This is an optimization exercise on Yosys and OpenROAD, whose aim is small area, not a production implementation. RTL that was checked went through simulation tests only; none was proved equivalent to the original. Only the layout flow was run in runs 1 to 3; the RTL was not checked for function there. Power is estimated from default activity; no workload was simulated.

--- flow/config.mk ---
export PLATFORM = sky130hd
export DESIGN_NAME = mtm_Alu
export DESIGN_NICKNAME = mtm_Alu
export VERILOG_FILES = /design/flow/design.v
export SDC_FILE = /design/flow/constraint.sdc
export NUM_CORES = 4
export LEC_CHECK = 0
export CAP_MARGIN = 20
export CORE_MARGIN = 2
export CORE_UTILIZATION = 40
export CTS_BUF_LIST = sky130_fd_sc_hd__clkbuf_8
export PLACE_DENSITY = 0.6
export SLEW_MARGIN = 20
--- flow/constraint.sdc ---
create_clock -name core_clock -period 10.0 [get_ports {clk}]
set_input_delay 2.0000 -clock core_clock [delete_from_list [all_inputs] [get_ports {clk}]]
set_output_delay 2.0000 -clock core_clock [all_outputs]
set_load 0.01 [all_outputs]
--- flow/design.v ---
module mtm_Alu_deserializer (
  input  wire        clk,
  input  wire        rst_n,
  input  wire        sin,
  output reg  [31:0] A,
  output reg  [2:0]  op,
  output wire        shift_b,
  output wire        alu_en,
  output wire [2:0]  step,
  output wire        req,
  output reg  [1:0]  code
);
reg [3:0] q;
reg [3:0] k;
reg [3:0] crc;
reg       msb;     
wire ctlpkt  = k[3] & ~k[0];                  
wire derr    = k[3] & k[0] & ~k[1];           
wire idle    = k[3] & k[1];                   
wire inpkt   = ~k[3] | ctlpkt;                
wire stop    = ctlpkt & q[3] & q[2] & ~(q[1] & q[0]);
wire payload = inpkt & ~q[3];
assign shift_b = payload && (k[3:2] == 2'b01);
assign alu_en  = ctlpkt & ~(q[3] ^ q[2]);
assign step    = q[2:0];
wire d  = (ctlpkt && q[2:0] == 3'd7) ? 1'b1 : sin;
wire fb = crc[3] ^ d;
wire crc_ok = (crc == 4'd0);
assign req = derr || (stop && !(crc_ok && msb && op == 3'b000));
always @(*) begin
  if (derr)
    code = 2'd1;
  else if (!crc_ok)
    code = 2'd2;
  else if (!msb)
    code = op[1] ? 2'd3 : 2'd0;
  else
    code = op[2] ? 2'd1 : 2'd2;
end
wire [3:0] qd = q - 4'd1;
always @(posedge clk) begin
  if (!rst_n) begin
    k <= 4'd15;
    q <= 4'd9;
  end
  else if (derr || stop) begin
    if (q == {stop, stop, 2'b00}) begin
      k <= 4'd15;
      q <= 4'd9;
    end
    else
      q <= qd;
  end
  else if (q == 4'd9) begin
    if (!sin) begin
      q <= qd;
      k <= k + 4'd1;
      if (idle) crc <= 4'd0;
    end
  end
  else if (q == 4'd8) begin
    if (sin != ctlpkt) begin
      k <= 4'd9;
      q <= 4'd9;
    end
    else
      q <= qd;
  end
  else if (q == 4'd15) begin
    if (!sin) begin
      k <= 4'd9;
      q <= 4'd0;
    end
    else if (ctlpkt)
      q <= qd;
    else
      q <= 4'd9;
  end
  else begin
    q <= qd;
    crc <= {crc[2], crc[1], crc[0] ^ fb, fb};
    if (k[3:2] == 2'b00)
      A <= {A[30:0], sin};
    if (ctlpkt) begin
      if (q[2:0] == 3'd7) msb <= sin;
      if (q[2:0] == 3'd6 || q[2:0] == 3'd5 || q[2:0] == 3'd4) op <= {op[1:0], sin};
      if (q[2:0] == 3'd3 && msb &&
          !((op == 3'b010 && crc == 4'b0101) ||
            (op == 3'b100 && crc == 4'b1001)))
        op <= 3'b000;
    end
  end
end
endmodule
module mtm_Alu_core(
  input  wire        clk,
  input  wire        sin,
  input  wire [31:0] A,
  input  wire [2:0]  op,
  input  wire        shift_b,
  input  wire        alu_en,
  input  wire [2:0]  step,
  input  wire        shift_c,
  output reg  [31:0] B,
  output reg         cr,
  output reg         of,
  output reg         zr,
  output reg         neg
);
wire       arith = op[2];
wire       inv   = op[2] & op[0];
wire [2:0] nib   = 3'd3 - step;
wire [3:0] a     = A[4*nib +: 4];
wire [3:0] b     = B[3:0];
wire       first = (step == 3'd3);
wire       last  = (step == 3'd4);
wire       cin   = first ? inv : cr;
wire [4:0] c;
wire [3:0] s;
wire [3:0] r;
assign c[0] = cin;
genvar i;
generate
  for (i = 0; i < 4; i = i + 1) begin : g_bit
    wire bx = b[i] ^ inv;
    assign s[i]   = a[i] ^ bx ^ c[i];
    assign c[i+1] = (a[i] & bx) | (a[i] & c[i]) | (bx & c[i]);
    assign r[i]   = arith ? s[i] : (op[0] ? (a[i] | b[i]) : (a[i] & b[i]));
  end
endgenerate
always @(posedge clk) begin
  if (alu_en) begin
    B  <= {r, B[31:4]};
    cr <= last ? (arith & (c[4] ^ inv)) : c[4];
    if (last) begin
      of  <= arith && (a[3] == b[3]) && (s[3] != a[3]);
      neg <= arith && (inv ? ~c[4] : s[3]);
      zr  <= arith;
    end
  end
  else begin
    if (shift_b || shift_c)
      B <= {B[30:0], sin};
    if (shift_c && B[31])
      zr <= 1'b0;
  end
end
endmodule
module mtm_Alu_serializer(
  input  wire       clk,
  input  wire       rst_n,
  input  wire       req,
  input  wire [1:0] code,
  input  wire       cbit,
  input  wire       cr,
  input  wire       of,
  input  wire       zr,
  input  wire       neg,
  output wire       shift_c,
  output reg        sout
);
reg [3:0] sq;
reg [2:0] sk;
reg [2:0] crc;
reg       se;      
wire idle  = (sk[2:1] == 2'b11);
wire dbit  = !sq[3];
assign shift_c = !sk[2] && dbit;
reg [7:0] ctl;
always @(*) begin
  if (!sk[0])
    ctl = {1'b0, cr, of, zr, neg, crc[2], crc[2], crc[2]};
  else case (crc[1:0])
    2'd1:    ctl = 8'b11001001;
    2'd2:    ctl = 8'b10100101;
    default: ctl = 8'b10010011;
  endcase
end
wire bitv = sk[2] ? ctl[sq[2:0]] : cbit;
wire fb   = crc[2] ^ bitv;
always @(posedge clk) begin
  if (!rst_n) begin
    sk   <= 3'd7;
    se   <= 1'b1;
    sout <= 1'b1;
  end
  else begin
    sout <= se;
    if (idle) begin
      se <= 1'b1;
      if (req) begin
        sq  <= 4'd9;
        sk  <= (code == 2'd0) ? 3'd0 : 3'd5;
        crc <= {1'b0, code};
      end
    end
    else begin
      sq <= sq - 4'd1;
      if (sq == 4'd9)
        se <= 1'b0;
      else if (sq == 4'd8)
        se <= sk[2];
      else if (sq == 4'd15) begin
        se <= 1'b1;
        sq <= 4'd9;
        if (sk[2])
          sk <= 3'd7;
        else
          sk <= sk + 3'd1;
      end
      else begin
        se <= bitv;
        if ((sk != 3'd0 || sq != 4'd7) && !(sk == 3'd5))
          crc <= {crc[1], crc[0] ^ fb, fb};
      end
    end
  end
end
endmodule
module mtm_Alu (
    input  wire clk,    
    input  wire rst_n,  
    input  wire sin,    
    output wire sout    
);
wire [31:0] A;
wire [31:0] B;
wire [2:0]  op;
wire        shift_b;
wire        alu_en;
wire [2:0]  step;
wire        req;
wire [1:0]  code;
wire        shift_c;
wire        cr, of, zr, neg;
mtm_Alu_deserializer u_mtm_Alu_deserializer(
  .clk    (clk),
  .rst_n  (rst_n),
  .sin    (sin),
  .A      (A),
  .op     (op),
  .shift_b(shift_b),
  .alu_en (alu_en),
  .step   (step),
  .req    (req),
  .code   (code)
);
mtm_Alu_core u_mtm_Alu_core(
  .clk    (clk),
  .sin    (sin),
  .A      (A),
  .op     (op),
  .shift_b(shift_b),
  .alu_en (alu_en),
  .step   (step),
  .shift_c(shift_c),
  .B      (B),
  .cr     (cr),
  .of     (of),
  .zr     (zr),
  .neg    (neg)
);
mtm_Alu_serializer u_mtm_Alu_serializer(
  .clk    (clk),
  .rst_n  (rst_n),
  .req    (req),
  .code   (code),
  .cbit   (B[31]),
  .cr     (cr),
  .of     (of),
  .zr     (zr),
  .neg    (neg),
  .shift_c(shift_c),
  .sout   (sout)
);
endmodule
--- flow/run.sh ---
#!/bin/bash
# synth_recipe.tcl (not shown) runs the flow's synth.tcl, then flattens the netlist and writes it again
# the make line also repeats each setting of config.mk as NAME=value (left out here)
make -C /OpenROAD-flow-scripts/flow DESIGN_CONFIG=/design/flow/config.mk WORK_HOME=/design/flow/orfs CLKGATE_MAP_FILE= SYNTH_SCRIPT=/design/flow/synth_recipe.tcl finish
==> results of run 1 <==
## sequential cells by signal (all words and copies together) (netlist names)
signal / cells
u_mtm_Alu_deserializer.msb: 1
u_mtm_Alu_core.of: 1
u_mtm_Alu_serializer.sq: 4
u_mtm_Alu_deserializer.op: 3
u_mtm_Alu_core.neg: 1
u_mtm_Alu_serializer.sout: 1
u_mtm_Alu_serializer.crc: 3
u_mtm_Alu_deserializer.crc: 4
u_mtm_Alu_core.cr: 1
u_mtm_Alu_serializer.sk: 3
u_mtm_Alu_deserializer.A: 32
u_mtm_Alu_deserializer.q: 4
u_mtm_Alu_serializer.se: 1
u_mtm_Alu_deserializer.k: 4
u_mtm_Alu_core.B: 32
u_mtm_Alu_core.zr: 1
## layer usage
layer | share of wire | global-route usage
met5 | 0 | 0
met4 | 0.014 | 0.04762
met3 | 0.033 | 0.02510
met2 | 0.47 | 0.2352
met1 | 0.49 | 0.2072
## where the power goes
part           total (uW)  internal [uW]  leakage [uW]  switching (uW)
sequential            639            539      0.000859             100
clock                 279            141      0.000110             137
combinational         635            281      0.000990             355
## layout by cell type, fill, tap and decap left out, types with 8 or more instances in the layout
master	n
xnor2_1	8
a21oi_1	14
nor3_1	11
nand2_1	23
o21ai_0	23
inv_1	18
nor2_1	24
and2_1	8
ha_1	19
and3_1	8
dfxtp_1	13
edfxtp_1	83
nand3_1	14
mux2_2	30
clkbuf_8	9
## cell type report
type	count	area (sq um)
Clock inverter	6	91.34
Inverter	20	75.07
Fill cell	1231	7126
Clock buffer	9	123.9
Multi-Input combinational cell	285	2286
Timing Repair Buffer	6	52.55
Sequential cell	96	2753
Tap cell	172	215.2
## path summary, 6_finish.rpt
check / start / slack (ns) / cells past startpoint / end
hold / removal: u_mtm_Alu_serializer.se / 0.43 / 1 / u_mtm_Alu_serializer.sout
hold reg to reg: u_mtm_Alu_serializer.se / 0.43 / 1 / u_mtm_Alu_serializer.sout
setup reg to reg: u_mtm_Alu_deserializer.q[2] / 6.04 / 6 / u_mtm_Alu_core.B[31]
setup / recovery: u_mtm_Alu_deserializer.q[2] / 6.04 / 6 / u_mtm_Alu_core.B[31]
## critical path, stage by stage (launching register included)
cell	delay [ns]
dfxtp_1	0.69
inv_2	0.25
ha_1	0.38
nand2_1	0.46
clkinv_1	0.96
a311o_1	0.64
buf_4	0.26
## stage by stage
step                cells  instance area [sq um]
floorplan             425                   5236
global placement      579                   5381
detailed placement    579                   5381
CTS                   594                   5597
global route          594                   5597
finish                594                   5597
## kinds of logic (layout without fill, tap and decap cells)
group,count (synthesis),count (layout)
buffers and inverters,44,41
AOI/OAI and AO/OA,89,89
xor gates and xnor gates,9,9
DFF,96,96
adders and majority gates,25,25
and+or+nand+nor,119,119
muxes,43,43
==> impl_metrics.toml, run 1 <==
[timing]
timing.fmax_mhz = 252.5
setup_viol = 0
tightest_slew_ns = 0.9834
period_needed_ns = 3.960
fin_ws_ns = 6.040
post-route-period-util = 0.3960
slew_headroom = 0.3403
clock_skew_ns = 0.01334
setup_tns_ns = 0
rsz0062_at_grt = "no"
finalHoldViolCount = 0
whs_ns = 0.4264
slew_viol_final = 0

[logic_synthesis]
async_flop_share = 0
synth_top_area_share = 0.4760
synth-seq-cells = 96
synthMuxAreaShare = 0.1161
synth_fa_ha_area_frac = 0.06499
syn_nets = 451
ys_warn_count = 3
netlist_instances = 425
synth_compound_area_frac = 0.1171
synth.area.top_cells = "edfxtp_1, mux2_2, dfxtp_1, ha_1, mux4_1"
ys.flop_type = "edfxtp_1"
syn_area_sq_um = 5236
seq_area_frac_synth = 0.5257
synth_top_family_by_area = "simple AND/OR/NAND/NOR gates"
yosys.area_share.simple = 0.1223
synth_cell_types = 71
post_synth.cell_area_avg_sq_um = 12.32
yosysMostFrequentCell = "edfxtp_1"
synth-xor-area-share = 0.01505
synth_edf_count = 83
synth_top_area_cell = "edfxtp_1"
synth_common_cells = "edfxtp_1, mux2_2, nor2_1"

[placed_design]
pre_cts_ws_ns = 5.960
port_buffers = 3
place_congestion = 0.8584
hpwl_mm = 7.037

[clock_tree]
cts-buffers-inserted = 9
holdBufCountCts = 0
tritoncts = "yes"
htree_levels = 3
cts_resized = 0
post_cts_buffers = 0
clock_sinks = 96
cts_buffer_depth = 2
path_clk_slew_ns = 0.10
clock_latency_ns = 0.36
cts_root_buf = "clkbuf_8"

[routing]
routed_wl_mm = 10.08
drtPass1Iterations = 6
routed_via_density = 5.712
wl_per_cell_um = 16.98
ant_nets = 0
drt_iter0_drc = 222
vias = 3393
detail_route.drc_violations = 0

[global_routing]
antenna_found_initial = 0
grt_max_degree = 33
grt_pass1_vias = 3278
grt_usage = 0.1481
overflow = 0
grt_pass1_wl_mm = 16.73

[critical_path]
end_kind = "flop"
crit_required_ns = 10.07
start_kind = "flop"
crit_type = "reg2reg"
arrival_ns = 4.03
path_max_fanout = 32

[die]
rows = 41
dieHeight_um = 118.4
ios = 4
die_width_um = 118.4
start_util = 0.4116
core_sq_um = 12720
dieArea_sq_um = 14020

[cells_and_area]
area_growth_pct = 6.882
fin_nets = 444
diodes = 0
drive_gt1_frac = 0.1493
utilization = 0.4399

[power]
total_power_uw = 1553
power_per_cell_area_nw_per_um2 = 277.6
vdd_ir_drop_max_v = 0.0001764
leakagePower_uw = 0.001959

[status]
status = "complete, no violations"

[worst_hold_path]
hold_class = "reg2reg"

[flow_run]
maxCapViolCount = 0
==> run 2: changes to the inputs <==
--- a/flow/design.v
+++ b/flow/design.v
@@ -109,8 +109,19 @@
 );
 wire       arith = op[2];
 wire       inv   = op[2] & op[0];
-wire [2:0] nib   = 3'd3 - step;
-wire [3:0] a     = A[4*nib +: 4];
+reg  [3:0] a;
+always @(*) begin
+  case (step)
+    3'd3:    a = A[3:0];
+    3'd2:    a = A[7:4];
+    3'd1:    a = A[11:8];
+    3'd0:    a = A[15:12];
+    3'd7:    a = A[19:16];
+    3'd6:    a = A[23:20];
+    3'd5:    a = A[27:24];
+    default: a = A[31:28];
+  endcase
+end
 wire [3:0] b     = B[3:0];
 wire       first = (step == 3'd3);
 wire       last  = (step == 3'd4);
--- a/flow/config.mk
+++ b/flow/config.mk
@@ -8,6 +8,6 @@
 export CAP_MARGIN = 20
 export CORE_MARGIN = 2
 export CORE_UTILIZATION = 40
-export CTS_BUF_LIST = sky130_fd_sc_hd__clkbuf_8
+export CTS_BUF_LIST = sky130_fd_sc_hd__clkbuf_2 sky130_fd_sc_hd__clkbuf_4 sky130_fd_sc_hd__clkbuf_8
 export PLACE_DENSITY = 0.6
 export SLEW_MARGIN = 20
==> run 2 against run 1 <==
Effect of this change: utilization shrank 0.27 points; area after synthesis shrank 1.8%; non-clock buffer count grew 1; flip-flop and latch count is the same; sequential power shrank 1%; combinational power shrank 8.0%; sequential share of layout area grew 0.91 points; global-route usage grew 0.79 points; via count grew 7.6%; critical path type unchanged; largest cell class unchanged.
==> impl_metrics.toml, run 2 <==
[status]
status = "complete, no violations"

[clock_tree]
cts_buffer_depth = 2
post_cts_buffers = 0
clock_latency_ns = 0.38
path_clk_slew_ns = 0.10
tritoncts = "yes"
holdBufCountCts = 0
cts_root_buf = "clkbuf_8"
clock_sinks = 96
htree_levels = 3
cts_resized = 0
cts-buffers-inserted = 9

[logic_synthesis]
async_flop_share = 0
synth_top_area_cell = "edfxtp_1"
ys_warn_count = 3
synth_top_area_share = 0.4847
post_synth.cell_area_avg_sq_um = 10.56
ys.flop_type = "edfxtp_1"
syn_nets = 513
synth.area.top_cells = "edfxtp_1, nand2_1, dfxtp_1, ha_1, o21ai_0"
synth-seq-cells = 96
synth_edf_count = 83
synth_common_cells = "nand2_1, edfxtp_1, o21ai_0"
seq_area_frac_synth = 0.5353
syn_area_sq_um = 5142
synth_cell_types = 65
netlist_instances = 487
yosysMostFrequentCell = "nand2_1"

[routing]
drt_iter0_drc = 215
wl_per_cell_um = 16.12
ant_nets = 0
wl_met3_um = 441
vias = 3651
top_layer = "met4"
detail_route.drc_violations = 0
wl_met2_mm = 4.950
routed_wl_mm = 10.54
drtPass1Iterations = 6
met1_length_mm = 4.907
routed_via_density = 5.583

[die]
die_width_um = 117.4
ios = 4
start_util = 0.4092
dieArea_sq_um = 13780
dieHeight_um = 117.4
core_sq_um = 12570
rows = 41

[cells_and_area]
diodes = 0
drive_gt1_frac = 0.07261
final_cell_mix = "nand2_1, edfxtp_1, o21ai_0, a21oi_1, ha_1"
fin_cells = 654
utilization = 0.4372
layout_commonest_cell = "nand2_1"
reg_top3 = "u_mtm_Alu_core.B (32), u_mtm_Alu_deserializer.A (32)"
n_fill_cell = 1202
multiInputGateArea_sq_um = 2205
area_growth_pct = 6.861
fin_nets = 503
register_area_sq_um = 2753

[placed_design]
dp_cells = 638
place_congestion = 0.8559
port_buffers = 3
hpwl_mm = 7.169

[critical_path]
end_kind = "flop"
start_kind = "flop"
crit_chain = "inv_1, ha_1, a2111oi_2, a221o_1, inv_1, fa_1, fa_1, inv_1, fa_1, inv_1, fa_1, nand4_1, o21ai_0, a21o_1"
path_max_fanout = 15
slowest_delay_ns = 0.59
arrival_ns = 4.21
cp_slowest_cell = "a2111oi_2"
crit_required_ns = 10.15
crit_type = "reg2reg"

[global_routing]
antenna_found_initial = 0
grt_usage = 0.1561
grt_pass1_vias = 3452
overflow = 0
grt_pass1_wl_mm = 17.40
grt_max_degree = 36

[timing]
slew_headroom = 0.4938
post-route-period-util = 0.4064
setup_viol = 0
timing.fmax_mhz = 246.0
tightest_slew_ns = 0.7593
period_needed_ns = 4.064
rsz0062_at_grt = "no"
slew_viol_final = 0
clock_skew_ns = 0.008932
finalHoldViolCount = 0
whs_ns = 0.4321
setup_tns_ns = 0

[power]
p_clk_frac = 0.172
p_switching_uw = 584.4
pwr-share-comb = 0.398
swShare = 0.3981
total_power_uw = 1468
leakagePower_uw = 0.002024
power_per_cell_area_nw_per_um2 = 267.1
intPower_uw = 883.5
seq_power_share = 0.430
vdd_ir_drop_max_v = 0.0001434

[flow_run]
maxCapViolCount = 0

[worst_hold_path]
hold_class = "reg2reg"
-- run 2: routing by layer --
layer  vias to the layer above  track usage
li1                       1769            -
met2                        88       0.2409
met4                         0      0.06099
met3                        17      0.03842
met1                      1777       0.2123
met5                         -            0
-- run 2: worst paths after layout --
path                                     from                   endpoint  slack [ns]  cells after the start
setup reg to reg  u_mtm_Alu_deserializer.q[0]          u_mtm_Alu_core.cr        5.94                     14
hold / removal        u_mtm_Alu_serializer.se  u_mtm_Alu_serializer.sout        0.43                      1
setup / recovery  u_mtm_Alu_deserializer.q[0]          u_mtm_Alu_core.cr        5.94                     14
hold reg to reg       u_mtm_Alu_serializer.se  u_mtm_Alu_serializer.sout        0.43                      1
-- run 2: cell families (layout without fill, tap and decap cells) --
logic type,after synthesis,count (layout),synth area share
buf+inv,47,42,0.03698
fa+ha+maj,25,25,0.06618
mux,6,6,0.01314
xor+xnor,11,11,0.01874
simple gates,190,190,0.1766
compound gates,112,112,0.1530
flops,96,96,0.5353
-- run 2: worst max-delay path, delay by kind of cell (launching register included) --
kind	cells	cell delay [ns]
adders and majority gates	5	1.81
AOI/OAI and AO/OA	4	1.15
DFF	1	0.41
buffers and inverters	4	0.34
and+or+nand+nor	1	0.12
-- run 2: through the flow --
stage	cell area (sq um)	setup slack, ns
2_1_floorplan	5142	4.927
3_3_place_gp	5304	6.034
3_5_place_dp	5304	5.927
4_1_cts	5495	5.901
5_1_grt	5495	5.535
6_report	5495	5.936
-- run 2: final cells by class --
cell class              instances  share of cell area
multi-input cells             344              0.4012
inverters                      19             0.01298
clock inverters                 7             0.01230
flip-flops and latches         96              0.5009
well taps                     172             0.03916
repair buffers                  7             0.01093
clock buffers                   9             0.02254
-- run 2: power by group through the flow --
| stage | clock, uW | sequential, uW | combinational [uW] |
|---|---|---|---|
| 2_1_floorplan | 0 | 590 | 490 |
| 3_3_place_gp | 0 | 637 | 567 |
| 5_1_grt | 275 | 644 | 667 |
| 4_1_cts | 260 | 631 | 586 |
| 3_5_place_dp | 0 | 640 | 582 |
| 6_report | 253 | 631 | 584 |
==> run 3: changes to the inputs <==
--- a/flow/config.mk
+++ b/flow/config.mk
@@ -8,6 +8,8 @@
 export CAP_MARGIN = 20
 export CORE_MARGIN = 2
 export CORE_UTILIZATION = 40
-export CTS_BUF_LIST = sky130_fd_sc_hd__clkbuf_2 sky130_fd_sc_hd__clkbuf_4 sky130_fd_sc_hd__clkbuf_8
+export CTS_BUF_LIST = sky130_fd_sc_hd__clkbuf_8
+export CTS_CLUSTER_DIAMETER = 200
+export CTS_CLUSTER_SIZE = 30
 export PLACE_DENSITY = 0.6
 export SLEW_MARGIN = 20
==> run 3 against run 2 <==
Effect of this change: via count unchanged; clock power is essentially flat; clock skew did not move; cell area unchanged; global-route usage stayed put; hold slack did not move; setup slack is the same; die area unchanged; cell count did not move; largest power group unchanged.
==> impl_metrics.toml, run 3 <==
[timing]
period_needed_ns = 4.064
finalHoldViolCount = 0
slew_headroom = 0.4938
timing.fmax_mhz = 246.0
setup_tns_ns = 0
rsz0062_at_grt = "no"
clock_skew_ns = 0.008932
tightest_slew_ns = 0.7593
slew_viol_final = 0
setup_viol = 0
post-route-period-util = 0.4064

[logic_synthesis]
synth_top_area_share = 0.4847
synth_common_cells = "nand2_1, edfxtp_1, o21ai_0"
yosysMostFrequentCell = "nand2_1"
synth_cell_types = 65
synth.area.top_cells = "edfxtp_1, nand2_1, dfxtp_1, ha_1, o21ai_0"
syn_nets = 513
seq_area_frac_synth = 0.5353
async_flop_share = 0
synth_edf_count = 83
post_synth.cell_area_avg_sq_um = 10.56
syn_area_sq_um = 5142
synth-seq-cells = 96
ys.flop_type = "edfxtp_1"
ys_warn_count = 3
synth_top_area_cell = "edfxtp_1"
netlist_instances = 487

[critical_path]
r2r_start = "u_mtm_Alu_deserializer.q[0]"
path_max_fanout = 15
arrival_ns = 4.21
rr_worst_depth = 14
r2r_slack_ns = 5.94
crit_chain = "inv_1, ha_1, a2111oi_2, a221o_1, inv_1, fa_1, fa_1, inv_1, fa_1, inv_1, fa_1, nand4_1, o21ai_0, a21o_1"
start_kind = "flop"
slowest_delay_ns = 0.59
cp_slowest_cell = "a2111oi_2"
r2r-end = "u_mtm_Alu_core.cr"
end_kind = "flop"
crit_required_ns = 10.15
crit_type = "reg2reg"

[cells_and_area]
register_area_sq_um = 2753
final_cell_mix = "nand2_1, edfxtp_1, o21ai_0, a21oi_1, ha_1"
diodes = 0
layout_commonest_cell = "nand2_1"
fin_nets = 503
reg_top3 = "u_mtm_Alu_core.B (32), u_mtm_Alu_deserializer.A (32)"
n_fill_cell = 1202
drive_gt1_frac = 0.07261
multiInputGateArea_sq_um = 2205
area_growth_pct = 6.861

[routing]
vias = 3651
routed_via_density = 5.583
routed_wl_mm = 10.54
wl_per_cell_um = 16.12
drtPass1Iterations = 6
ant_nets = 0
drt_iter0_drc = 215
detail_route.drc_violations = 0

[die]
dieArea_sq_um = 13780
start_util = 0.4092
dieHeight_um = 117.4
rows = 41
core_sq_um = 12570
ios = 4
die_width_um = 117.4

[placed_design]
hpwl_mm = 7.169
port_buffers = 3
place_congestion = 0.8559

[power]
power_per_cell_area_nw_per_um2 = 267.1
leakagePower_uw = 0.002024
vdd_ir_drop_max_v = 0.0001434
total_power_uw = 1468

[clock_tree]
cts_resized = 0
htree_levels = 3
cts_buffer_depth = 2
clock_sinks = 96
holdBufCountCts = 0
cts-buffers-inserted = 9
tritoncts = "yes"
post_cts_buffers = 0
clock_latency_ns = 0.38
path_clk_slew_ns = 0.10
cts_root_buf = "clkbuf_8"

[flow_run]
maxCapViolCount = 0

[global_routing]
grt_max_degree = 36
grt_usage = 0.1561
grt_pass1_vias = 3452
antenna_found_initial = 0
grt_pass1_wl_mm = 17.40
overflow = 0

[worst_hold_path]
hold_end = "u_mtm_Alu_serializer.sout"
hold_class = "reg2reg"
whs_path_depth = 1
min_from = "u_mtm_Alu_serializer.se"

[status]
status = "complete, no violations"
## run 3: cells by family (layout without fill, tap and decap cells)
| kind of cell | count (synthesis) | in the layout | share of synthesized area |
|---|---|---|---|
| fa+ha+maj | 25 | 25 | 0.06618 |
| buf+inv | 47 | 42 | 0.03698 |
| flops | 96 | 96 | 0.5353 |
| mux | 6 | 6 | 0.01314 |
| compound gates | 112 | 112 | 0.1530 |
| simple gates | 190 | 190 | 0.1766 |
| xor+xnor | 11 | 11 | 0.01874 |
## run 3: worst max-delay path by stage
stage	from	end	slack, ns	cells after the start
2_1_floorplan	rst_n	u_mtm_Alu_deserializer.A[0]	4.93	3
3_3_place_gp	u_mtm_Alu_deserializer.q[2]	u_mtm_Alu_core.neg	6.03	12
3_5_place_dp	u_mtm_Alu_deserializer.q[0]	u_mtm_Alu_core.cr	5.93	14
4_1_cts	u_mtm_Alu_deserializer.q[0]	u_mtm_Alu_core.cr	5.90	14
5_1_grt	u_mtm_Alu_deserializer.q[0]	u_mtm_Alu_core.B[31]	5.53	14
6_report	u_mtm_Alu_deserializer.q[0]	u_mtm_Alu_core.cr	5.94	14
## run 3: power by group
part           leakage (uW)  switching, uW  internal (uW)
sequential         0.000863           89.1            542
clock             0.0000962            155           97.8
combinational       0.00106            341            244
## run 3: metrics by stage
step / instances / setup WS (ns) / cell area [sq um] / utilization / hold slack, ns
finish: 654 / 5.936 / 5495 / 0.4372 / 0.4321
global route: 654 / 5.535 / 5495 / 0.4372 / 0.4701
CTS: 654 / 5.901 / 5495 / 0.4372 / 0.4326
detailed placement: 638 / 5.927 / 5304 / 0.4220 / 0.3918
global placement: 638 / 6.034 / 5304 / 0.4220 / 0.3953
floorplan: 487 / 4.927 / 5142 / - / 0.3863
## run 3: area by class of cell
class	count	share of cell area
Clock buffer	9	0.02254
Clock inverter	7	0.01230
Inverter	19	0.01298
Multi-Input combinational cell	344	0.4012
Sequential cell	96	0.5009
Tap cell	172	0.03916
Timing Repair Buffer	7	0.01093
## run 3: worst max-delay path, delay by kind of cell, from the launching register on
| kind | cells | cell delay, ns |
|---|---|---|
| adder cells (fa/ha/maj) | 5 | 1.81 |
| AO/OA/AOI/OAI | 4 | 1.15 |
| flip-flops | 1 | 0.41 |
| buffers and inverters | 4 | 0.34 |
| AND/OR/NAND/NOR | 1 | 0.12 |
## run 3: per-layer routing
layer  part of all wire  vias to the layer above  global-route usage
li1                   -                     1769                   -
met1               0.47                     1777              0.2123
met2               0.47                       88              0.2409
met5                  0                        -                   0
met3              0.042                       17             0.03842
met4              0.023                        0             0.06099
==> run 4: changes to the inputs <==
--- a/flow/design.v
+++ b/flow/design.v
@@ -8,7 +8,7 @@
   output wire        alu_en,
   output wire [2:0]  step,
   output wire        req,
-  output reg  [1:0]  code
+  output reg  [2:0]  code
 );
 reg [3:0] q;
 reg [3:0] k;
@@ -28,14 +28,9 @@
 wire crc_ok = (crc == 4'd0);
 assign req = derr || (stop && !(crc_ok && msb && op == 3'b000));
 always @(*) begin
-  if (derr)
-    code = 2'd1;
-  else if (!crc_ok)
-    code = 2'd2;
-  else if (!msb)
-    code = op[1] ? 2'd3 : 2'd0;
-  else
-    code = op[2] ? 2'd1 : 2'd2;
+  code[2] = derr | (crc_ok & msb & op[2]);
+  code[1] = ~derr & (~crc_ok | (msb & ~op[2]));
+  code[0] = ~derr & crc_ok & ~msb & op[1];
 end
 wire [3:0] qd = q - 4'd1;
 always @(posedge clk) begin
@@ -161,7 +156,7 @@
   input  wire       clk,
   input  wire       rst_n,
   input  wire       req,
-  input  wire [1:0] code,
+  input  wire [2:0] code,
   input  wire       cbit,
   input  wire       cr,
   input  wire       of,
@@ -181,11 +176,8 @@
 always @(*) begin
   if (!sk[0])
     ctl = {1'b0, cr, of, zr, neg, crc[2], crc[2], crc[2]};
-  else case (crc[1:0])
-    2'd1:    ctl = 8'b11001001;
-    2'd2:    ctl = 8'b10100101;
-    default: ctl = 8'b10010011;
-  endcase
+  else
+    ctl = {1'b1, crc, crc, 1'b1};
 end
 wire bitv = sk[2] ? ctl[sq[2:0]] : cbit;
 wire fb   = crc[2] ^ bitv;
@@ -201,8 +193,8 @@
       se <= 1'b1;
       if (req) begin
         sq  <= 4'd9;
-        sk  <= (code == 2'd0) ? 3'd0 : 3'd5;
-        crc <= {1'b0, code};
+        sk  <= (code == 3'd0) ? 3'd0 : 3'd5;
+        crc <= code;
       end
     end
     else begin
@@ -241,7 +233,7 @@
 wire        alu_en;
 wire [2:0]  step;
 wire        req;
-wire [1:0]  code;
+wire [2:0]  code;
 wire        shift_c;
 wire        cr, of, zr, neg;
 mtm_Alu_deserializer u_mtm_Alu_deserializer(
--- a/flow/config.mk
+++ b/flow/config.mk
@@ -9,7 +9,5 @@
 export CORE_MARGIN = 2
 export CORE_UTILIZATION = 40
 export CTS_BUF_LIST = sky130_fd_sc_hd__clkbuf_8
-export CTS_CLUSTER_DIAMETER = 200
-export CTS_CLUSTER_SIZE = 30
 export PLACE_DENSITY = 0.6
 export SLEW_MARGIN = 20
==> run 4 against run 3 <==
Effect of this change: combinational power shrank 4.5%; die area down 4.1%; flip-flop and latch count unchanged; synthesized cell count decreased by 3.1%; clock skew increased by 0.0021 ns; power down 5.3%; area after synthesis decreased by 4.3%; critical endpoint unchanged; largest power group unchanged.
==> impl_metrics.toml, run 4 <==
[routing]
vias = 3449
routed_via_density = 5.563
drtPass1Iterations = 5
drt_iter0_drc = 283
met1_length_mm = 4.849
wl_per_cell_um = 16.05
top_layer = "met4"
ant_nets = 0
wl_met3_um = 472
detail_route.drc_violations = 0
wl_met2_mm = 4.467
routed_wl_mm = 9.953

[logic_synthesis]
synth_edf_count = 83
synth_top_area_cell = "edfxtp_1"
ys.flop_type = "edfxtp_1"
netlist_instances = 472
synth-seq-cells = 96
yosysMostFrequentCell = "nand2_1"
syn_area_sq_um = 4922
ys_warn_count = 3
synth_cell_types = 60
synth_top_area_share = 0.5064
async_flop_share = 0
synth_common_cells = "nand2_1, edfxtp_1, nor2_1"
post_synth.cell_area_avg_sq_um = 10.43
syn_nets = 495
synth.area.top_cells = "edfxtp_1, nand2_1, dfxtp_1, ha_1, nor2_1"
seq_area_frac_synth = 0.5592

[timing]
slew_headroom = 0.3752
clock_skew_ns = 0.01101
period_needed_ns = 3.948
setup_tns_ns = 0
finalHoldViolCount = 0
slew_viol_final = 0
setup_viol = 0
tightest_slew_ns = 0.9314
post-route-period-util = 0.3948
timing.fmax_mhz = 253.3
rsz0062_at_grt = "no"

[critical_path]
arrival_ns = 4.09
r2r-end = "u_mtm_Alu_core.cr"
path_max_fanout = 15
r2r_slack_ns = 6.05
crit_required_ns = 10.14
start_kind = "flop"
end_kind = "flop"
rr_worst_depth = 15
r2r_start = "u_mtm_Alu_deserializer.q[0]"
crit_type = "reg2reg"

[clock_tree]
tritoncts = "yes"
htree_levels = 3
cts_root_buf = "clkbuf_8"
clock_sinks = 96
cts-buffers-inserted = 9
cts_resized = 0
path_clk_slew_ns = 0.09
holdBufCountCts = 0
cts_buffer_depth = 2
post_cts_buffers = 0
clock_latency_ns = 0.38

[cells_and_area]
fin_nets = 492
diodes = 0
final_cell_mix = "nand2_1, edfxtp_1, nor2_1, a21oi_1, inv_1"
reg_top3 = "u_mtm_Alu_core.B (32), u_mtm_Alu_deserializer.A (32)"
layout_commonest_cell = "nand2_1"
area_growth_pct = 6.863
utilization = 0.4379
drive_gt1_frac = 0.05920
fin_cells = 620
n_fill_cell = 1172

[worst_hold_path]
hold_end = "u_mtm_Alu_serializer.sout"
whs_path_depth = 1
hold_class = "reg2reg"
min_from = "u_mtm_Alu_serializer.se"

[flow_run]
maxCapViolCount = 0

[die]
dieArea_sq_um = 13210
die_width_um = 114.9
rows = 40
dieHeight_um = 114.9
start_util = 0.4098
ios = 4
core_sq_um = 12010

[placed_design]
port_buffers = 3
dp_cells = 605
hpwl_mm = 6.774
place_congestion = 0.8940

[global_routing]
grt_max_degree = 36
grt_usage = 0.1620
grt_pass1_wl_mm = 16.77
antenna_found_initial = 0
grt_pass1_vias = 3393
overflow = 0

[power]
power_per_cell_area_nw_per_um2 = 264.2
leakagePower_uw = 0.001943
vdd_ir_drop_max_v = 0.0001258

[status]
status = "complete, no violations"
run 4: worst max-delay path: stages, from the launching register on:
cell and delay (ns):
dfxtp_1 0.42, inv_1 0.12, ha_1 0.42, a2111oi_2 0.60
nand2_1 0.10, nand2_1 0.10, inv_1 0.06, fa_1 0.43
fa_1 0.37, inv_1 0.07, fa_1 0.16, inv_1 0.05
fa_1 0.42, nand4_1 0.11, o21ai_0 0.09, a21o_1 0.19
run 4: area by class of cell:
type | count | area, sq um | area share
clock buffer | 9 | 123.9 | 0.02355
multi-input combinational | 335 | 2007 | 0.3815
sequential | 96 | 2753 | 0.5233
clock inverter | 6 | 61.31 | 0.01166
tap | 147 | 183.9 | 0.03497
timing repair buffer | 6 | 52.55 | 0.009990
inverter | 21 | 78.83 | 0.01499
run 4: kinds of logic after synthesis:
group / after synthesis / synth area share
adder cells (fa/ha/maj): 22 / 0.06151
AO/OA/AOI/OAI: 94 / 0.1319
XOR/XNOR: 12 / 0.02135
multiplexers: 3 / 0.008642
buffers and inverters: 41 / 0.03406
flip-flops: 96 / 0.5592
AND/OR/NAND/NOR: 204 / 0.1833
run 4: metrics by stage:
step	total power (uW)	hold WS, ns	worst slack, ns	instance area, sq um
floorplan	1017	0.3863	4.912	4922
global placement	1134	0.4322	6.114	5075
detailed placement	1146	0.4345	6.057	5075
CTS	1396	0.4537	6.017	5260
global route	1502	0.4659	5.655	5260
finish	1390	0.4454	6.052	5260
run 4: routing by layer:
layer / vias to the layer above / global-route usage
li1: 1681 / -
met1: 1651 / 0.2359
met2: 103 / 0.2373
met3: 14 / 0.02899
met4: 0 / 0.07068
met5: - / 0
run 4: report_power, final:
| part | switching (uW) | total [uW] | leakage, uW | internal [uW] |
|---|---|---|---|---|
| combinational | 339 | 558 | 0.00100 | 219 |
| clock | 137 | 250 | 0.0000848 | 113 |
| sequential | 63.5 | 582 | 0.000856 | 518 |
| total | 540 | 1390 | 0.00194 | 850 |
run 4: how the worst max path moves through the flow:
stage                                      from                            to  slack, ns  cells past startpoint
finish              u_mtm_Alu_deserializer.q[0]             u_mtm_Alu_core.cr       6.05                     15
detailed placement  u_mtm_Alu_deserializer.q[0]             u_mtm_Alu_core.cr       6.06                     15
CTS                 u_mtm_Alu_deserializer.q[0]             u_mtm_Alu_core.cr       6.02                     15
global placement                          rst_n  u_mtm_Alu_deserializer.A[16]       6.11                      4
floorplan                                 rst_n   u_mtm_Alu_deserializer.A[0]       4.91                      3
global route        u_mtm_Alu_deserializer.q[0]             u_mtm_Alu_core.cr       5.66                     15
==> run 5: changes to the inputs <==
==> flow/config.mk (replaced) <==
export PLATFORM = sky130hd
export DESIGN_NAME = mtm_Alu
export DESIGN_NICKNAME = mtm_Alu
export VERILOG_FILES = /design/flow/design.v
export SDC_FILE = /design/flow/constraint.sdc
export NUM_CORES = 4
export LEC_CHECK = 0
export CAP_MARGIN = 0
export CORE_MARGIN = 2
export CORE_UTILIZATION = 60
export CTS_BUF_LIST = sky130_fd_sc_hd__clkbuf_8
export PLACE_DENSITY = 0.75
export SLEW_MARGIN = 0
==> run 5 against run 4 <==
Effect of this change: non-clock buffer count increased by 1; clock skew increased by 0.0018 ns; combinational power decreased by 0.7%; clock power decreased by 6%; critical path type unchanged; largest cell class unchanged; largest power group unchanged.
==> impl_metrics.toml, run 5 <==
[global_routing]
grt_pass1_wl_mm = 15.73
grt_max_degree = 37
grt_pass1_vias = 3172
overflow = 0
antenna_found_initial = 0
grt_usage = 0.2275

[clock_tree]
clock_sinks = 96
tritoncts = "yes"
holdBufCountCts = 0
cts_root_buf = "clkbuf_8"
post_cts_buffers = 0
cts_resized = 0
htree_levels = 3
path_clk_slew_ns = 0.10
clock_latency_ns = 0.37
cts-buffers-inserted = 9
cts_buffer_depth = 2

[cells_and_area]
layout_commonest_cell = "nand2_1"
area_growth_pct = 5.796
final_cell_mix = "nand2_1, edfxtp_1, nor2_1, inv_1, a21oi_1"
diodes = 0
utilization = 0.6435
drive_gt1_frac = 0.06316
fin_nets = 493
fin_cells = 580
n_fill_cell = 659
reg_top3 = "u_mtm_Alu_core.B (32), u_mtm_Alu_deserializer.A (32)"

[timing]
setup_tns_ns = 0
finalHoldViolCount = 0
slew_viol_final = 0
post-route-period-util = 0.3937
rsz0062_at_grt = "no"
timing.fmax_mhz = 254.0
tightest_slew_ns = 0.6333
slew_headroom = 0.5778
setup_viol = 0
period_needed_ns = 3.937
clock_skew_ns = 0.01283

[critical_path]
end_kind = "flop"
r2r_start = "u_mtm_Alu_deserializer.q[0]"
slowest_delay_ns = 0.60
path_max_fanout = 15
cp_slowest_cell = "a2111oi_2"
crit_chain = "inv_1, ha_1, a2111oi_2, nand2_1, nand2_1, inv_1, fa_1, fa_1, inv_1, fa_1, inv_1, fa_1, nand2_1, o21ai_0, o21ai_0"
crit_type = "reg2reg"
crit_required_ns = 10.10
startpoint = "u_mtm_Alu_deserializer.q[0]"
start_kind = "flop"
arrival_ns = 4.03

[worst_hold_path]
hold_class = "reg2reg"
min_from = "u_mtm_Alu_serializer.se"

[placed_design]
hpwl_mm = 6.400
place_congestion = 0.8646
dp_cells = 564
port_buffers = 3

[logic_synthesis]
synth-seq-cells = 96
async_flop_share = 0
syn_area_sq_um = 4922
netlist_instances = 472
yosysMostFrequentCell = "nand2_1"
synth_cell_types = 60
synth_common_cells = "nand2_1, edfxtp_1, nor2_1"
synth_top_area_share = 0.5064
synth.area.top_cells = "edfxtp_1, nand2_1, dfxtp_1, ha_1, nor2_1"
post_synth.cell_area_avg_sq_um = 10.43
synth_top_area_cell = "edfxtp_1"
ys_warn_count = 3
syn_nets = 495
synth_edf_count = 83
ys.flop_type = "edfxtp_1"
seq_area_frac_synth = 0.5592

[routing]
drt_iter0_drc = 308
routed_via_density = 5.993
wl_per_cell_um = 16.17
ant_nets = 0
routed_wl_mm = 9.378
vias = 3476
drtPass1Iterations = 5
detail_route.drc_violations = 0

[power]
pwr-share-comb = 0.404
swShare = 0.3954
seq_power_share = 0.424
leakagePower_uw = 0.001951
vdd_ir_drop_max_v = 0.0002190
power_per_cell_area_nw_per_um2 = 263.2
intPower_uw = 828.8
p_switching_uw = 542.0
total_power_uw = 1371
p_clk_frac = 0.171

[die]
die_width_um = 94.58
dieArea_sq_um = 8944
rows = 33
core_sq_um = 8093
start_util = 0.6082
dieHeight_um = 94.58
ios = 4

[flow_run]
maxCapViolCount = 0

[status]
status = "complete, no violations"
==> run 5: cell counts after synthesis <==
No cell type changed its count.
==> run 5: final cells by class <==
| type | instances | area [sq um] | area share |
|---|---|---|---|
| clock buffer | 9 | 123.9 | 0.02379 |
| clock inverter | 7 | 53.80 | 0.01033 |
| inverter | 21 | 78.83 | 0.01514 |
| multi-input combinational | 335 | 2007 | 0.3854 |
| sequential | 96 | 2753 | 0.5286 |
| tap | 105 | 131.4 | 0.02523 |
| timing repair buffer | 7 | 60.06 | 0.01153 |
==> run 5: power by group through the flow <==
stage	clock [uW]	combinational (uW)	sequential, uW
6_report	235	554	581
5_1_grt	255	628	589
4_1_cts	239	553	580
3_5_place_dp	0	549	589
3_3_place_gp	0	536	586
2_1_floorplan	0	454	562
==> run 5: path summary, 6_finish.rpt <==
check / to / slack [ns] / depth (start not counted)
min: u_mtm_Alu_serializer.sout / 0.43 / 1
max reg2reg: u_mtm_Alu_core.B[31] / 6.06 / 15
max: u_mtm_Alu_core.B[31] / 6.06 / 15
min reg2reg: u_mtm_Alu_serializer.sout / 0.43 / 1
==> run 5: layer usage <==
layer  global-route usage  up-vias  share of wire
li1                     -     1686              -
met1               0.3447     1659           0.47
met2               0.3375      118           0.46
met3              0.03512       13          0.056
met4              0.07609        0          0.013
met5                    0        -              0
==> run 5: worst max-delay path: cells and delay by family, from the launching register on <==
family,cells,cell delay [ns]
and+or+nand+nor,3,0.27
adders and majority gates,5,1.92
AOI/OAI and AO/OA,3,0.79
DFF,1,0.40
buffers and inverters,4,0.30
==> run 5: kinds of logic after synthesis <==
group	synth area share
simple gates	0.1833
flops	0.5592
buf+inv	0.03406
compound gates	0.1319
mux	0.008642
xor+xnor	0.02135
fa+ha+maj	0.06151
==> run 5: through the flow <==
step,hold slack [ns],setup slack [ns],cell area (sq um)
after floorplan,0.3863,4.912,4922
after global routing,0.4602,5.890,5207
final,0.4274,6.063,5207
after detailed placement,0.4075,6.078,5030
after global placement,0.3975,6.131,5030
after CTS,0.4348,6.064,5207
==> run 6: changes to the inputs <==
==> flow/flow/run.sh (new file) <==
#!/bin/bash
set -e
export CTS_ARGS="-sink_clustering_enable -repair_clock_nets -dont_use_dummy_load -buf_list sky130_fd_sc_hd__clkbuf_8"
cat standard.sh > standard_sh_copy.log
bash standard.sh > standard.log 2>&1
==> flow/standard.sh (new file) <==
#!/bin/bash
# synth_recipe.tcl (not shown) runs the flow's synth.tcl, then flattens the netlist and writes it again
# the make line also repeats each setting of config.mk as NAME=value (left out here)
make -C /OpenROAD-flow-scripts/flow DESIGN_CONFIG=/design/flow/config.mk WORK_HOME=/design/flow/orfs CLKGATE_MAP_FILE= SYNTH_SCRIPT=/design/flow/synth_recipe.tcl "${@:-finish}"
==> flow/config.mk (replaced) <==
export PLATFORM = sky130hd
export DESIGN_NAME = mtm_Alu
export DESIGN_NICKNAME = mtm_Alu
export VERILOG_FILES = /design/flow/design.v
export SDC_FILE = /design/flow/constraint.sdc
export NUM_CORES = 4
export LEC_CHECK = 0
export CAP_MARGIN = 20
export CORE_MARGIN = 2
export CORE_UTILIZATION = 40
export CTS_BUF_LIST = sky130_fd_sc_hd__clkbuf_8
export PLACE_DENSITY = 0.6
export SLEW_MARGIN = 20
removed: flow/run.sh
==> run 6 against run 5 <==
Effect of this change: synthesized cell count unchanged; flip-flop and latch count stayed put; register-to-register slack lost 0.03 ns; hold slack better by 0.013 ns; combinational power is 0.9% higher; largest power group unchanged; sequential power about the same.
==> impl_metrics.toml, run 6 <==
[cells_and_area]
diodes = 0
fin_nets = 492
final_cell_mix = "nand2_1, edfxtp_1, nor2_1, a21oi_1, inv_1"
area_growth_pct = 5.618
reg_top3 = "u_mtm_Alu_core.B (32), u_mtm_Alu_deserializer.A (32)"
layout_commonest_cell = "nand2_1"
drive_gt1_frac = 0.04925
n_fill_cell = 1176

[status]
status = "complete, no violations"

[logic_synthesis]
synth-seq-cells = 96
seq_area_frac_synth = 0.5592
post_synth.cell_area_avg_sq_um = 10.43
yosysMostFrequentCell = "nand2_1"
synth_edf_count = 83
syn_area_sq_um = 4922
synth.area.top_cells = "edfxtp_1, nand2_1, dfxtp_1, ha_1, nor2_1"
syn_nets = 495
synth_common_cells = "nand2_1, edfxtp_1, nor2_1"
synth_cell_types = 60
ys.flop_type = "edfxtp_1"
synth_top_area_share = 0.5064
ys_warn_count = 3
synth_top_area_cell = "edfxtp_1"
async_flop_share = 0
netlist_instances = 472

[routing]
drtPass1Iterations = 5
wl_per_cell_um = 16.23
detail_route.drc_violations = 0
routed_via_density = 5.581
vias = 3427
ant_nets = 0
drt_iter0_drc = 317
routed_wl_mm = 9.966

[die]
ios = 4
core_sq_um = 12010
dieHeight_um = 114.9
start_util = 0.4098
dieArea_sq_um = 13210
die_width_um = 114.9
rows = 40

[clock_tree]
holdBufCountCts = 0
clock_latency_ns = 0.38
clock_sinks = 96
cts_buffer_depth = 2
cts_resized = 0
htree_levels = 3
cts-buffers-inserted = 9
path_clk_slew_ns = 0.08
tritoncts = "yes"
cts_root_buf = "clkbuf_8"
post_cts_buffers = 0

[placed_design]
port_buffers = 3
hpwl_mm = 6.774
place_congestion = 0.8940

[critical_path]
end_kind = "flop"
path_max_fanout = 15
start_kind = "flop"
crit_type = "reg2reg"
arrival_ns = 4.09
crit_required_ns = 10.12

[global_routing]
antenna_found_initial = 0
grt_pass1_vias = 3392
grt_usage = 0.1618
overflow = 0
grt_pass1_wl_mm = 16.72
grt_max_degree = 36

[power]
total_power_uw = 1344
vdd_ir_drop_max_v = 0.0001265
power_per_cell_area_nw_per_um2 = 258.5
leakagePower_uw = 0.001923

[timing]
whs_ns = 0.4400
setup_viol = 0
setup_tns_ns = 0
finalHoldViolCount = 0
post-route-period-util = 0.3969
slew_headroom = 0.3763
tightest_slew_ns = 0.9297
clock_skew_ns = 0.02042
slew_viol_final = 0
period_needed_ns = 3.969
rsz0062_at_grt = "no"
timing.fmax_mhz = 251.9

[flow_run]
maxCapViolCount = 0

[worst_hold_path]
hold_class = "reg2reg"
-- run 6: final timing paths --
path	from	endpoint	slack [ns]	depth (start not counted)
worst max-delay path	u_mtm_Alu_deserializer.q[0]	u_mtm_Alu_core.cr	6.03	15
worst min-delay path	u_mtm_Alu_serializer.se	u_mtm_Alu_serializer.sout	0.44	1
worst max register to register	u_mtm_Alu_deserializer.q[0]	u_mtm_Alu_core.cr	6.03	15
worst min register to register	u_mtm_Alu_serializer.se	u_mtm_Alu_serializer.sout	0.44	1
-- run 6: kinds of logic (layout without fill, tap and decap cells) --
group,Yosys count,after routing,synth area share
simple gates,204,204,0.1833
mux,3,3,0.008642
fa+ha+maj,22,22,0.06151
xor+xnor,12,12,0.02135
buf+inv,41,36,0.03406
flops,96,96,0.5592
compound gates,94,94,0.1319
-- run 6: worst max-delay path: stages (launching register included) --
cell	delay (ns)
dfxtp_1	0.41
inv_1	0.12
ha_1	0.41
a2111oi_2	0.60
nand2_1	0.10
nand2_1	0.10
inv_1	0.06
fa_1	0.43
fa_1	0.37
inv_1	0.07
fa_1	0.16
inv_1	0.05
fa_1	0.42
nand4_1	0.11
o21ai_0	0.09
a21o_1	0.20
-- run 6: cell type report --
cell class,count,area (sq um),share of cell area
repair buffers,6,52.55,0.01011
inverters,21,78.83,0.01516
flip-flops and latches,96,2753,0.5295
multi-input cells,335,2007,0.3860
well taps,147,183.9,0.03538
clock buffers,9,123.9,0.02383
-- run 6: where the power goes --
| part | leakage (uW) | switching, uW | internal (uW) |
|---|---|---|---|
| registers | 0.000856 | 64.0 | 518 |
| clock network | 0.0000647 | 122 | 80.9 |
| logic | 0.00100 | 340 | 219 |
| total | 0.00192 | 526 | 818 |
-- run 6: layer usage --
layer  track usage  part of all wire  up-vias
met5             0                 0        -
met4       0.07068             0.017        0
met3       0.03110             0.050       11
met2        0.2376              0.45       92
met1        0.2335              0.48     1651
li1              -                 -     1673
-- run 6: stage by stage --
stage | util | instances | setup slack (ns) | instance area (sq um)
2_1_floorplan | - | 472 | 4.912 | 4922
3_3_place_gp | 0.4225 | 605 | 6.114 | 5075
3_5_place_dp | 0.4225 | 605 | 6.057 | 5075
4_1_cts | 0.4328 | 614 | 6.019 | 5199
5_1_grt | 0.4328 | 614 | 5.655 | 5199
6_report | 0.4328 | 614 | 6.031 | 5199
==> run 7: changes to the inputs <==
==> flow/flow/run.sh (replaced) <==
#!/bin/bash
# The standard layout flow (standard.sh) with two changes: clock tree
# synthesis adds no dummy loads for balancing, and the port buffers are
# the smallest buffer cell. The flow's output goes to standard.log.
set -e
export CTS_ARGS="-sink_clustering_enable -repair_clock_nets -dont_use_dummy_load -buf_list sky130_fd_sc_hd__clkbuf_8"
export BUFFER_PORTS_ARGS="-buffer_cell sky130_fd_sc_hd__buf_1"
bash standard.sh > standard.log 2>&1
--- a/flow/config.mk
+++ b/flow/config.mk
@@ -9,5 +9,6 @@
 export CORE_MARGIN = 2
 export CORE_UTILIZATION = 40
 export CTS_BUF_LIST = sky130_fd_sc_hd__clkbuf_8
+export GPL_TIMING_DRIVEN = 0
 export PLACE_DENSITY = 0.6
 export SLEW_MARGIN = 20
==> run 7 against run 6 <==
Effect of this change: clock power about the same; critical path type unchanged; fmax up 2.0%; largest cell class unchanged; sequential share of layout area down 0.75 points.
==> impl_metrics.toml, run 7 <==
[critical_path]
cp_num_buf_inv = 5
cp_slowest_cell = "clkbuf_1"
path_delay_family = "adder cells"
crit_required_ns = 10.10
path_depth = 17
end_kind = "flop"
crit_chain = "inv_1, ha_1, clkbuf_1, a22oi_1, nand3_1, nand2_1, nand2_1, inv_1, fa_1, fa_1, inv_1, fa_1, inv_1, fa_1, nand4_1, o21ai_0, a21o_1"
path_max_fanout = 10
slowest_delay_ns = 0.43
start_kind = "flop"
arrival_ns = 4.00
crit_type = "reg2reg"
rr_worst_depth = 17

[clock_tree]
cts-buffers-inserted = 9
path_clk_slew_ns = 0.08
clock_sinks = 96
cts_buffer_depth = 2
tritoncts = "yes"
cts_root_buf = "clkbuf_8"
holdBufCountCts = 0
clock_latency_ns = 0.37
cts_resized = 0
post_cts_buffers = 0
htree_levels = 3

[logic_synthesis]
synth_cell_types = 60
synth.area.top_cells = "edfxtp_1, nand2_1, dfxtp_1, ha_1, nor2_1"
synth_common_cells = "nand2_1, edfxtp_1, nor2_1"
syn_area_sq_um = 4922
synth-seq-cells = 96
seq_area_frac_synth = 0.5592
yosysMostFrequentCell = "nand2_1"
netlist_instances = 472
ys_warn_count = 3
synth_top_area_cell = "edfxtp_1"
async_flop_share = 0
post_synth.cell_area_avg_sq_um = 10.43
synth_edf_count = 83
syn_nets = 495
synth_top_area_share = 0.5064
ys.flop_type = "edfxtp_1"

[timing]
slew_viol_final = 0
setup_tns_ns = 0
rsz0062_at_grt = "no"
clock_skew_ns = 0.03530
whs_ns = 0.4195
timing.fmax_mhz = 256.9
tightest_slew_ns = 0.7331
finalHoldViolCount = 0
fin_ws_ns = 6.107
slew_headroom = 0.5113
period_needed_ns = 3.893
post-route-period-util = 0.3893
setup_viol = 0

[die]
die_width_um = 114.9
dieArea_sq_um = 13210
start_util = 0.4098
dieHeight_um = 114.9
rows = 40
ios = 4
core_sq_um = 12010

[power]
power_per_cell_area_nw_per_um2 = 255.9
leakagePower_uw = 0.001957
vdd_ir_drop_max_v = 0.0001162

[routing]
drt_iter0_drc = 169
detail_route.drc_violations = 0
wl_per_cell_um = 15.61
drtPass1Iterations = 4
routed_wl_mm = 9.895
ant_nets = 0
routed_via_density = 5.514
vias = 3496

[cells_and_area]
drive_gt1_frac = 0.06160
diodes = 0
final_cell_mix = "nand2_1, edfxtp_1, nor2_1, a21oi_1, inv_1"
area_growth_pct = 7.143
reg_top3 = "u_mtm_Alu_core.B (32), u_mtm_Alu_deserializer.A (32)"
n_fill_cell = 1182
utilization = 0.4391
fin_nets = 512
layout_commonest_cell = "nand2_1"

[global_routing]
grt_pass1_wl_mm = 16.88
antenna_found_initial = 0
grt_max_degree = 33
grt_pass1_vias = 3411
grt_usage = 0.1617
overflow = 0

[placed_design]
pre_cts_ws_ns = 5.876
place_congestion = 0.8788
hpwl_mm = 7.190
port_buffers = 3

[flow_run]
maxCapViolCount = 0

[status]
status = "complete, no violations"

[worst_hold_path]
hold_class = "reg2reg"
whs_path_depth = 1
[run 7: changes by cell type in the layout (fill, tap and decap cells not counted), sizes merged]
| cell | previous run | this run |
|---|---|---|
| clkbuf | 9 | 23 |
| clkdlybuf4s50 | 3 | 0 |
| buf | 3 | 12 |
[run 7: metrics by stage]
stage,cells,total power [uW],cell area (sq um)
2_1_floorplan,472,1017,4922
3_3_place_gp,622,1140,5117
3_5_place_dp,625,1155,5150
4_1_cts,634,1357,5274
5_1_grt,634,1462,5274
6_report,634,1350,5274
[run 7: final timing paths]
| check | start | end | slack, ns |
|---|---|---|---|
| worst max-delay path | u_mtm_Alu_deserializer.q[0] | u_mtm_Alu_core.cr | 6.11 |
| worst min-delay path | u_mtm_Alu_serializer.se | u_mtm_Alu_serializer.sout | 0.42 |
| worst max register to register | u_mtm_Alu_deserializer.q[0] | u_mtm_Alu_core.cr | 6.11 |
| worst min register to register | u_mtm_Alu_serializer.se | u_mtm_Alu_serializer.sout | 0.42 |
[run 7: metal layers]
layer / share of wire / global-route usage
met5: 0 / 0
met3: 0.028 / 0.02056
met2: 0.47 / 0.2565
met1: 0.49 / 0.2284
met4: 0.011 / 0.06024
[run 7: cells by family (layout without fill, tap and decap cells)]
family,count (synthesis),in the layout,share of synthesized area
adder cells (fa/ha/maj),22,22,0.06151
AND/OR/NAND/NOR,204,204,0.1833
buffers and inverters,41,56,0.03406
multiplexers,3,3,0.008642
AO/OA/AOI/OAI,94,94,0.1319
flip-flops,96,96,0.5592
XOR/XNOR,12,12,0.02135
[run 7: power by group]
part | internal (uW) | total (uW) | switching [uW] | leakage [uW]
Sequential | 519 | 570 | 51.1 | 0.000856
Combinational | 224 | 579 | 355 | 0.00104
Clock | 81.0 | 201 | 120 | 0.0000647
[run 7: layout make-up]
type	instances	area (sq um)	share of cell area
Sequential cell	96	2753	0.5219
Multi-Input combinational cell	335	2008	0.3808
Tap cell	147	183.9	0.03488
Clock buffer	9	123.9	0.02349
Buffer	20	88.84	0.01684
Inverter	21	78.83	0.01495
Timing Repair Buffer	6	37.54	0.007117
==> run 8: changes to the inputs <==
--- a/flow/config.mk
+++ b/flow/config.mk
@@ -9,6 +9,5 @@
 export CORE_MARGIN = 2
 export CORE_UTILIZATION = 40
 export CTS_BUF_LIST = sky130_fd_sc_hd__clkbuf_8
-export GPL_TIMING_DRIVEN = 0
 export PLACE_DENSITY = 0.6
 export SLEW_MARGIN = 20
==> run 8 against run 7 <==
Effect of this change: fmax down 0.46%; non-clock buffer count down 19; sequential power up 2%; largest cell class unchanged; clock-buffer cell count unchanged; clock power about the same; cell count down 3.0%; register-to-register slack worse by 0.02 ns; power down 1.1%.
==> impl_metrics.toml, run 8 <==
[logic_synthesis]
seq_area_frac_synth = 0.5592
synth-seq-cells = 96
ys_warn_count = 3
ys.flop_type = "edfxtp_1"
synth.area.top_cells = "edfxtp_1, nand2_1, dfxtp_1, ha_1, nor2_1"
synth_top_area_share = 0.5064
async_flop_share = 0
syn_area_sq_um = 4922
netlist_instances = 472
synth_common_cells = "nand2_1, edfxtp_1, nor2_1"
synth_cell_types = 60
syn_nets = 495
synth_top_area_cell = "edfxtp_1"
yosysMostFrequentCell = "nand2_1"
synth_edf_count = 83
post_synth.cell_area_avg_sq_um = 10.43

[cells_and_area]
drive_gt1_frac = 0.05128
final_cell_mix = "nand2_1, edfxtp_1, nor2_1, a21oi_1, inv_1"
area_growth_pct = 5.389
fin_nets = 493
diodes = 0
reg_top3 = "u_mtm_Alu_core.B (32), u_mtm_Alu_deserializer.A (32)"
layout_commonest_cell = "nand2_1"
utilization = 0.4319
fin_area_sq_um = 5187
n_fill_cell = 1170

[timing]
rsz0062_at_grt = "no"
whs_ns = 0.4171
tightest_slew_ns = 0.7144
clock_skew_ns = 0.02539
slew_viol_final = 0
setup_viol = 0
period_needed_ns = 3.911
finalHoldViolCount = 0
timing.fmax_mhz = 255.7
post-route-period-util = 0.3911
setup_tns_ns = 0
slew_headroom = 0.5237

[routing]
routed_via_density = 5.530
ant_nets = 0
drt_iter0_drc = 231
detail_route.drc_violations = 0
vias = 3401
wl_per_cell_um = 15.98
routed_wl_mm = 9.827
drtPass1Iterations = 5

[worst_hold_path]
whs_path_depth = 1
hold_class = "reg2reg"

[clock_tree]
path_clk_slew_ns = 0.08
post_cts_buffers = 0
cts-buffers-inserted = 9
tritoncts = "yes"
clock_latency_ns = 0.38
cts_buffer_depth = 2
cts_root_buf = "clkbuf_8"
cts_resized = 0
clock_sinks = 96
holdBufCountCts = 0
htree_levels = 3

[die]
rows = 40
dieArea_sq_um = 13210
die_width_um = 114.9
start_util = 0.4098
core_sq_um = 12010
ios = 4
dieHeight_um = 114.9

[global_routing]
overflow = 0
grt_max_degree = 37
grt_usage = 0.1588
grt_pass1_wl_mm = 16.38
grt_pass1_vias = 3249
antenna_found_initial = 0

[placed_design]
port_buffers = 3
place_congestion = 0.8508
hpwl_mm = 6.691
dpl_cell_area_sq_um = 5064

[critical_path]
crit_type = "reg2reg"
path_max_fanout = 15
arrival_ns = 4.04
crit_required_ns = 10.13
end_kind = "flop"
rr_worst_depth = 15
start_kind = "flop"

[status]
status = "complete, no violations"

[power]
leakagePower_uw = 0.001919
power_per_cell_area_nw_per_um2 = 257.2
total_power_uw = 1334
vdd_ir_drop_max_v = 0.0001502

[flow_run]
maxCapViolCount = 0
## run 8: cell count changes in the layout (fill, tap and decap cells not counted), sizes merged
cell / delta
buf: -5
clkbuf: -14
## run 8: final cells by class
class	count	area, sq um	share of cell area
Clock buffer	9	123.9	0.02388
Multi-Input combinational cell	335	2007	0.3869
Inverter	21	78.83	0.01520
Tap cell	147	183.9	0.03546
Sequential cell	96	2753	0.5306
Timing Repair Buffer	7	41.29	0.007959
## run 8: path summary, 6_finish.rpt
| path | startpoint | to | slack (ns) |
|---|---|---|---|
| setup / recovery | u_mtm_Alu_deserializer.q[0] | u_mtm_Alu_core.cr | 6.09 |
| setup reg to reg | u_mtm_Alu_deserializer.q[0] | u_mtm_Alu_core.cr | 6.09 |
| hold / removal | u_mtm_Alu_serializer.se | u_mtm_Alu_serializer.sout | 0.42 |
| hold reg to reg | u_mtm_Alu_serializer.se | u_mtm_Alu_serializer.sout | 0.42 |
## run 8: per-layer routing
| metal | GRT usage | vias up | share of wire |
|---|---|---|---|
| met2 | 0.2431 | 78 | 0.46 |
| met5 | 0 | - | 0 |
| met1 | 0.2187 | 1633 | 0.48 |
| met4 | 0.05462 | 0 | 0.016 |
| li1 | - | 1680 | - |
| met3 | 0.04375 | 10 | 0.042 |
## run 8: cells by family (layout without fill, tap and decap cells)
| group | after synthesis | after routing | share of synthesized area |
|---|---|---|---|
| compound gates | 94 | 94 | 0.1319 |
| fa+ha+maj | 22 | 22 | 0.06151 |
| mux | 3 | 3 | 0.008642 |
| flops | 96 | 96 | 0.5592 |
| buf+inv | 41 | 37 | 0.03406 |
| xor+xnor | 12 | 12 | 0.02135 |
| simple gates | 204 | 204 | 0.1833 |
## run 8: critical path, stage by stage (launching register included)
cell	delay, ns
dfxtp_1	0.40
inv_1	0.12
ha_1	0.41
a2111oi_2	0.60
nand2_1	0.10
nand2_1	0.10
inv_1	0.07
fa_1	0.43
fa_1	0.36
inv_1	0.07
fa_1	0.16
inv_1	0.05
fa_1	0.41
nand4_1	0.11
o21ai_0	0.09
a21o_1	0.19
## run 8: through the flow
stage	cells	setup WS (ns)
2_1_floorplan	472	4.912
3_3_place_gp	606	6.193
3_5_place_dp	606	6.091
4_1_cts	615	6.077
5_1_grt	615	5.713
6_report	615	6.089
## run 8: report_power, final
group / switching (uW) / internal [uW] / total [uW]
Sequential: 62.0 / 518 / 580
Combinational: 335 / 218 / 553
Clock: 120 / 80.8 / 201

==> separate check: timing with driven ports <==
The results above use ideal ports. As a check the final layouts listed here were re-extracted and re-timed, cells and wires unchanged.
Step 1: set_driving_cell puts a clkbuf_16 on clk and a buf_2 on each other input, an assumption about the parent block.
Step 2 also shifts input and output timing later by t, the mid clock arrival at the registers, as if the neighbouring blocks saw the same clock.
a / b / c = ideal / step 1 / step 2; a / b = the first two.
| run | t, ns | slack for setup (ns) | worst slew at a driven data input, ns |
|---|---|---|---|
| run 1 | 0.388 | 6.040 / 6.040 / 5.945 | 0.03 |
| run 2 | 0.414 | 5.936 / 5.936 / 5.936 | 0.03 |
| run 3 | 0.414 | 5.936 / 5.936 / 5.936 | 0.03 |
| run 4 | 0.403 | 6.052 / 6.052 / 6.052 | 0.03 |
| run 5 | 0.391 | 6.063 / 6.063 / 6.063 | 0.03 |
| run 6 | 0.398 | 6.031 / 6.031 / 6.031 | 0.03 |
| run 7 | 0.389 | 6.107 / 6.107 / 5.870 | 0.03 |
| run 8 | 0.397 | 6.089 / 6.089 / 6.089 | 0.03 |
After both steps setup and hold are still met in every run listed. The setup slack of run 7, which loses most, moves by 0.000 ns with the drivers and by -0.237 ns with both steps.
